From an optimization exercise on the open Yosys and OpenROAD flow, aimed at small area; shortcuts taken in it are not production practice. RTL that was checked went through simulation tests only; none was proved equivalent to the original. Power figures rest on the tool's default switching activity, not on a simulated workload.

== oak ==
==> flow/design.v (excerpt) <==
module pitch_correction(
    input wire clk,
    input wire reset,
    input wire [31:0] S_AXIS_DATA_0_tdata,
    input wire  S_AXIS_DATA_0_tlast,
    output wire S_AXIS_DATA_0_tready,
    input wire  S_AXIS_DATA_0_tvalid,
    output wire [31:0] m_axis_data_tdata,
    output wire        m_axis_data_tlast,
    input  wire        m_axis_data_tready,
    output wire        m_axis_data_tvalid,
    output wire [15:0] m_axis_config_tdata,
    input  wire m_axis_config_tready,
    output wire m_axis_config_tvalid,
    output wire [31:0] monitor_fft_out,
    output wire monitor_fft_vld,
    output wire [31:0] monitor_pitch_out,
    output wire monitor_pitch_vld,
    input wire pitch_enable
    );
Size in the first run: ~11000 cells after synthesis, roughly 8500 flip-flops, about 190000 um2 of cells after synthesis.
export LEC_CHECK = 0
export CAP_MARGIN = 10
export CORE_MARGIN = 2
export CORE_UTILIZATION = 70
export SLEW_MARGIN = 10
export SYNTH_HIERARCHICAL = 1
create_clock -name core_clock -period 15.0 [get_ports {clk}]
standard.sh (not shown) runs the stock make flow with config.mk's settings and CLKGATE_MAP_FILE= SYNTH_SCRIPT=/design/flow/synth_recipe.tcl, a recipe that flattens the netlist after the stock synthesis.
==> flow/flow/run.sh <==
#!/bin/bash
# Own layout flow: the standard flow (standard.sh, standard synthesis
# included), with clock tree synthesis run without dummy loads and the port
# buffers made with the smallest buffer (repair_design still resizes them).
# Each tool's full output stays in orfs/logs/; make's output goes to
# flow_make.log.
set -euo pipefail
export CTS_ARGS="-sink_clustering_enable -repair_clock_nets -dont_use_dummy_load -buf_list sky130_fd_sc_hd__clkbuf_4 -root_buf sky130_fd_sc_hd__clkbuf_16 -sink_clustering_size 11 -sink_clustering_max_diameter 30"
export BUFFER_PORTS_ARGS="-buffer_cell sky130_fd_sc_hd__buf_1"
bash standard.sh finish > flow_make.log 2>&1
In oak the implementation ran to completion but is not tape-out ready, as the final checks report antenna violations.
The inputs of pine differ from those of oak as listed below.
- changing SLEW_MARGIN from 10 to 20
- changing CAP_MARGIN from 10 to 20
-- flow/flow/run.sh --
<<< oak, line 4
# buffers made with the smallest buffer (repair_design still resizes them).
>>> pine, line 4
# buffers made with the smallest buffer (repair_design still resizes them);
# clock nets get the non-default (wider) routing rule.
<<< oak, line 8
export CTS_ARGS="-sink_clustering_enable -repair_clock_nets -dont_use_dummy_load -buf_list sky130_fd_sc_hd__clkbuf_4 -root_buf sky130_fd_sc_hd__clkbuf_16 -sink_clustering_size 11 -sink_clustering_max_diameter 30"
>>> pine, line 9
export CTS_ARGS="-sink_clustering_enable -repair_clock_nets -dont_use_dummy_load -buf_list sky130_fd_sc_hd__clkbuf_4 -root_buf sky130_fd_sc_hd__clkbuf_16 -sink_clustering_size 12 -sink_clustering_max_diameter 32 -apply_ndr full"
==> notes.md <==
pine finished every stage and its layout cleared the timing, design-rule and antenna checks.
Between pine and oak, the maximum frequency figures differ only marginally.
pine vs oak, share of layout cells above drive strength 1 went down by 0.67 points.
From oak to pine the numbers moved as follows: power shrank by 0.86%; global-route usage higher.
--- input diff pine..birch ---
==> flow/flow/run.sh <==
#!/bin/bash
# Own layout flow: the standard flow (standard.sh, standard synthesis
# included), with clock tree synthesis run without dummy loads and the port
# buffers made with the smallest buffer (repair_design still resizes them).
# Each tool's full output stays in orfs/logs/; make's output goes to
# flow_make.log.
set -euo pipefail
export CTS_ARGS="-sink_clustering_enable -repair_clock_nets -dont_use_dummy_load -buf_list sky130_fd_sc_hd__clkbuf_4 -root_buf sky130_fd_sc_hd__clkbuf_16 -sink_clustering_size 11 -sink_clustering_max_diameter 30"
export BUFFER_PORTS_ARGS="-buffer_cell sky130_fd_sc_hd__buf_1"
bash standard.sh finish > flow_make.log 2>&1
Findings:
In birch the implementation completed, yet the final layout does not meet the checks, the culprit being antenna violations. birch ends up with higher layout overhead on the synthesized area than pine does. birch ended up with a lower final-layout worst hold slack than pine did. Going from pine to birch, the design area was found to have gone up by 0.33%.

---

Another version of the RTL of pitch_correction (not shown whole).
==> flow/config.mk <==
export PLATFORM = sky130hd
export DESIGN_NAME = pitch_correction
export DESIGN_NICKNAME = pitch_correction
export VERILOG_FILES = /design/flow/design.v
export SDC_FILE = /design/flow/constraint.sdc
export NUM_CORES = 8
export LEC_CHECK = 0
export CAP_MARGIN = 40
export CORE_MARGIN = 2
export CORE_UTILIZATION = 40
export CTS_BUF_LIST = sky130_fd_sc_hd__clkbuf_4
export CTS_CLUSTER_DIAMETER = 30
export CTS_CLUSTER_SIZE = 10
export SLEW_MARGIN = 50
export SYNTH_HIERARCHICAL = 1
==> flow/constraint.sdc <==
create_clock -name core_clock -period 15.0 [get_ports {clk}]
set_input_delay 3.0000 -clock core_clock [delete_from_list [all_inputs] [get_ports {clk}]]
set_output_delay 3.0000 -clock core_clock [all_outputs]
set_load 0.01 [all_outputs]
run.sh (not shown) runs the stock make flow with config.mk's settings and CLKGATE_MAP_FILE= SYNTH_SCRIPT=/design/flow/synth_recipe.tcl, a recipe that flattens the netlist after the stock synthesis.
Stock flow here: none of the scripts above is used.
Then changed:
CTS_BUF_LIST = sky130_fd_sc_hd__clkbuf_8   (was sky130_fd_sc_hd__clkbuf_4)
CTS_CLUSTER_DIAMETER = 40   (was 30)
CTS_CLUSTER_SIZE = 18   (was 10)
What happened: Wire length fell slightly; register-to-register slack gets better by 0.09 ns; combinational power hardly moves.
No run of this note included a check of the RTL's function; only the layout flow was run.

---

== ember ==
RTL: one of the versions met above, not the one the previous note started from.
Size: ~11000 cells after synthesis, about 190000 um^2 of cells after synthesis.
==> flow/design.v (excerpt) <==
module pitch_correction(
    input wire clk,
    input wire reset,
    input wire [31:0] S_AXIS_DATA_0_tdata,
    input wire  S_AXIS_DATA_0_tlast,
    output wire S_AXIS_DATA_0_tready,
    input wire  S_AXIS_DATA_0_tvalid,
    output wire [31:0] m_axis_data_tdata,
    output wire        m_axis_data_tlast,
    input  wire        m_axis_data_tready,
    output wire        m_axis_data_tvalid,
    output wire [15:0] m_axis_config_tdata,
    input  wire m_axis_config_tready,
    output wire m_axis_config_tvalid,
    output wire [31:0] monitor_fft_out,
    output wire monitor_fft_vld,
    output wire [31:0] monitor_pitch_out,
    output wire monitor_pitch_vld,
    input wire pitch_enable
    );
    localparam LS = 3;               
    localparam S  = 1 << LS;
    localparam NT = 256 / S;         
    wire        in_v = S_AXIS_DATA_0_tvalid;
    wire [31:0] din  = S_AXIS_DATA_0_tdata;
    reg rst_d, cfg_v;
    always @(posedge clk) begin
        rst_d <= reset;
        cfg_v <= rst_d;
    end
    assign m_axis_config_tvalid = cfg_v;
    assign m_axis_config_tdata  = 16'h0001;
    assign m_axis_data_tlast    = 1'b0;
    assign monitor_fft_out      = din;
    assign monitor_fft_vld      = in_v;
    localparam FILLING = 2'd0, READY = 2'd1, EMPTYING = 2'd2;
  ...
clock: 15.0 ns
lec_check: 0
cap_margin: 20
core_margin: 2
core_utilization: 70
slew_margin: 20
synth_hierarchical: 1
standard.sh (not shown) runs the stock make flow with config.mk's settings and CLKGATE_MAP_FILE= SYNTH_SCRIPT=/design/flow/synth_recipe.tcl, a recipe that flattens the netlist after the stock synthesis.
==> flow/flow/run.sh <==
#!/bin/bash
# Own layout flow: the standard flow (standard.sh, standard synthesis
# included), with clock tree synthesis run without dummy loads and the port
# buffers made with the smallest buffer (repair_design still resizes them);
# clock nets get the non-default (wider) routing rule.
# Each tool's full output stays in orfs/logs/; make's output goes to
# flow_make.log.
set -euo pipefail
export CTS_ARGS="-sink_clustering_enable -repair_clock_nets -dont_use_dummy_load -buf_list sky130_fd_sc_hd__clkbuf_4 -root_buf sky130_fd_sc_hd__clkbuf_16 -sink_clustering_size 12 -sink_clustering_max_diameter 36 -apply_ndr full"
export BUFFER_PORTS_ARGS="-buffer_cell sky130_fd_sc_hd__buf_1"
bash standard.sh finish > flow_make.log 2>&1
ember: full flow OK, the timing, design-rule and antenna checks passed
--- input diff ember..onyx ---
==> flow/flow/run.sh <==
#!/bin/bash
# Own layout flow: the standard flow (standard.sh, standard synthesis
# included), with clock tree synthesis run without dummy loads and the port
# buffers made with the smallest buffer (repair_design still resizes them).
# Each tool's full output stays in orfs/logs/; make's output goes to
# flow_make.log.
set -euo pipefail
export CTS_ARGS="-sink_clustering_enable -repair_clock_nets -dont_use_dummy_load -buf_list sky130_fd_sc_hd__clkbuf_4 -root_buf sky130_fd_sc_hd__clkbuf_16 -sink_clustering_size 12 -sink_clustering_max_diameter 32 -apply_ndr full"
export BUFFER_PORTS_ARGS="-buffer_cell sky130_fd_sc_hd__buf_1"
bash standard.sh finish > flow_make.log 2>&1
==> comparison <==
Having completed the whole flow, onyx delivered a layout that passed the timing, design-rule and antenna checks. Looking at onyx and ember, the number of vias per cell is a wash. onyx: diode insertion count for antenna repair is 8 higher than what ember reported. Compared ember against onyx; global-route wire length before repair within noise. Changes observed in onyx relative to ember: number of max-slew violations in the final report neither gained nor lost much; total power consumption of the routed design neither gained nor lost much.
Setup changes, onyx to maple
diff --git a/flow/flow/run.sh b/flow/flow/run.sh
--- a/flow/flow/run.sh
+++ b/flow/flow/run.sh
@@ -8 +8 @@
-export CTS_ARGS="-sink_clustering_enable -repair_clock_nets -dont_use_dummy_load -buf_list sky130_fd_sc_hd__clkbuf_4 -root_buf sky130_fd_sc_hd__clkbuf_16 -sink_clustering_size 12 -sink_clustering_max_diameter 32 -apply_ndr full"
+export CTS_ARGS="-sink_clustering_enable -repair_clock_nets -dont_use_dummy_load -buf_list sky130_fd_sc_hd__clkbuf_4 -root_buf sky130_fd_sc_hd__clkbuf_16 -sink_clustering_size 11 -sink_clustering_max_diameter 32"
diff --git a/flow/config.mk b/flow/config.mk
--- a/flow/config.mk
+++ b/flow/config.mk
@@ -10 +10 @@
-export CORE_UTILIZATION = 70
+export CORE_UTILIZATION = 74
### Flow results
- Via count of the first global-routing pass ends up lower on onyx.
- Summary — sequential share of power, maple relative to onyx: lower, by 0.2 points.
- maple reports a lower final critical path time including I/O delays and setup than onyx does.
- maple vs onyx: average wire length per cell after detail routing up slightly

## static timing again, ports no longer ideal
In the flow no input, the clock included, has a driving cell. The finished layouts below were timed again as built, in two steps.
Step 1, drivers: a clkbuf_16 drives clk and a buf_2 each remaining input, both assumed.
Step 2 times the ports against the registers' clock, not the clock port: input delays grow and output delays shrink by t, the midpoint of the rising clock arrivals with the driver on.
a / b / c = ideal / step 1 / step 2; a / b = the first two.
run | t (ns) | slack for setup (ns) | worst setup path after step 2 | worst data-port slew with drivers (ns) | cell pins on the clock port's net
oak | 1.336 | 4.206 / 4.270 / 2.934 | input to register | 0.10 | 1
pine | 1.323 | 4.192 / 4.249 / 2.926 | input to register | 0.10 | 1
birch | 1.336 | 4.206 / 4.270 / 2.934 | input to register | 0.10 | 1
the first run of note 2 | 1.677 | 4.996 / 4.886 / 3.616 | input to register | 0.06 | 1
the second run of note 2 | 1.281 | 4.813 / 4.891 / 3.609 | input to register | 0.06 | 1
ember | 1.304 | 4.201 / 4.258 / 2.954 | input to register | 0.09 | 1
onyx | 1.323 | 4.192 / 4.249 / 2.926 | input to register | 0.10 | 1
maple | 1.332 | 4.392 / 4.463 / 3.131 | input to register | 0.22 | 1
For the first run of note 2, which loses most, drivers alone change the setup slack by -0.110 ns; drivers and shift together by -1.380 ns.
